Source: an optimization exercise on an open RTL-to-GDS flow (aim: small area). Production flows keep margins and buffers that such runs may drop. Function was checked by simulation only, so behaviour that the tests miss may differ from the original.

==> run Z: inputs <==
Design eq_channel, start of the top module:
module eq_channel(clk, rst_n, seq_lo, smpl_lo, seq_hi, smpl_hi,
                  LP_pot, B1_pot, B2_pot, B3_pot, HP_pot, VOL_pot, aud_out);
input clk, rst_n;
input seq_lo, seq_hi;
input [15:0] smpl_lo, smpl_hi;
input [11:0] LP_pot, B1_pot, B2_pot, B3_pot, HP_pot, VOL_pot;
output [15:0] aud_out;
reg st_lo;
always @(posedge clk, negedge rst_n)
  if (!rst_n) st_lo <= 1'b0; else st_lo <= seq_lo;
wire start_lo = seq_lo & ~st_lo;
wire done_lo = st_lo & ~seq_lo;
reg [8:0] a_lo;
reg dn_lo;
always @(posedge clk)
  if (start_lo) begin a_lo <= 9'd1; dn_lo <= 1'b0; end
  else if (dn_lo) a_lo <= a_lo - 9'd1;
  else if (a_lo == 9'd510) dn_lo <= 1'b1;
  else a_lo <= a_lo + 9'd1;
wire x3lo_1 = smpl_lo[1] & smpl_lo[0];
wire x3lo_2 = smpl_lo[1] ^ smpl_lo[0];
wire x3lo_3 = smpl_lo[2] & smpl_lo[1];
wire x3lo_4 = smpl_lo[2] ^ smpl_lo[1];
wire x3lo_5 = smpl_lo[3] & smpl_lo[2];
wire x3lo_6 = smpl_lo[3] ^ smpl_lo[2];
wire x3lo_7 = smpl_lo[4] & smpl_lo[3];
wire x3lo_8 = smpl_lo[4] ^ smpl_lo[3];
wire x3lo_9 = smpl_lo[5] & smpl_lo[4];
wire x3lo_10 = smpl_lo[5] ^ smpl_lo[4];
wire x3lo_11 = smpl_lo[6] & smpl_lo[5];
wire x3lo_12 = smpl_lo[6] ^ smpl_lo[5];
wire x3lo_13 = smpl_lo[7] & smpl_lo[6];
wire x3lo_14 = smpl_lo[7] ^ smpl_lo[6];
wire x3lo_15 = smpl_lo[8] & smpl_lo[7];
wire x3lo_16 = smpl_lo[8] ^ smpl_lo[7];
  ...
export LEC_CHECK = 0
export ABC_AREA = 1
export CAP_MARGIN = 20
export CORE_MARGIN = 2
export CORE_UTILIZATION = 55
export CTS_CLUSTER_DIAMETER = 100
export CTS_CLUSTER_SIZE = 30
export SLEW_MARGIN = 20
export SYNTH_HIERARCHICAL = 1
export SYNTH_MEMORY_MAX_BITS = 65536
create_clock -name core_clock -period 10.0 [get_ports {clk}]
run.sh (not shown) runs the stock make flow with config.mk's settings and CLKGATE_MAP_FILE= SYNTH_SCRIPT=/design/flow/synth_recipe.tcl, a recipe that flattens the netlist after the stock synthesis.
==> inputs of run H, as changes to run Z <==
- CORE_UTILIZATION: 55 -> 45
==> comparison <==
Between run H and run Z, the lower worst hold slack is in run H (gap 0.018 ns).
Between run H and run Z, the lower non-clock buffer count is in run Z (gap 39).
Against run Z, the count of clock-buffer cells in the layout of run H is higher by 3.
In run H the via count is smaller than in run Z, by 2.5%.
Between run H and run Z, the lower routed wire length is in run Z (gap about 3%, measured against run Z).
Between run H and run Z, the lower die area is in run Z (gap about 22%, measured against run Z).
In run Z the clock skew is lower than in run H, by 0.012 ns.
==> figures <==
quantity                                                             run H         run Z
Worst Hold Path EP                                               acc_HP[0]       sum2[0]
Period utilization                                                  94.42%        95.35%
Detailed Place HPWL                                              289000 um     282500 um
Worst hold slack                                                 0.5687 ns     0.5864 ns
Capture point of the critical path                                s_B1[13]       s_B3[7]
NonClk Buf Share                                                    3.863%        3.580%
FF-to-FF setup slack                                               0.56 ns       0.47 ns
Post-layout net count                                                13160         13120
Highest achievable clock rate                                    105.9 MHz     104.9 MHz
Result of the run                         no timing/DRC/antenna violations  no timing/DRC/antenna violations
Inst Count DP                                                        13440         12920
Worst setup slack after layout                                   0.5581 ns     0.4653 ns
Overall die height                                                450.9 um      408.2 um
Number of cells in the finished layout apart from fillers            13520         12990
Standard cell core area                                       0.1990 sq mm  0.1626 sq mm
Clock tree buffer count of the final layout                             46            43
Transition at the pin with the smallest max-transition slack      1.207 ns      1.208 ns
Die footprint                                                 0.2033 sq mm  0.1666 sq mm
Worst EP required                                                 10.54 ns      10.55 ns
Initial cell density of the core                                    45.15%        55.27%
Die boundary width                                                450.9 um      408.2 um

==> separate check: timing with driven ports <==
Ports are ideal in the flow. The routed layouts listed here were re-timed in OpenROAD.
Step 1 assumes that a clkbuf_16 drives the clock port and a buf_2 every other input.
Step 2 times the ports against the registers' clock, not the clock port: input delays grow and output delays shrink by t, the midpoint of the rising clock arrivals with the driver on.
a / b / c = no drivers / after step 1 / after step 2; a / b = the first two.
| run | t (ns) | setup slack, ns | hold slack, ns | latest minus earliest clock arrival (ns) | pins driven straight from the clock port |
|---|---|---|---|---|---|
| run Z | 0.782 | 0.465 / 0.465 / -0.032 | 0.586 / 0.586 / 0.586 | 0.053 / 0.052 | 1 |
| run H | 0.775 | 0.558 / 0.558 / 0.385 | 0.569 / 0.569 / 0.569 | 0.062 / 0.062 | 1 |
With both steps, setup timing fails in run Z, where it was met with ideal ports. For run Z, which loses most, drivers alone change the setup slack by 0.000 ns; drivers and shift together by -0.497 ns.
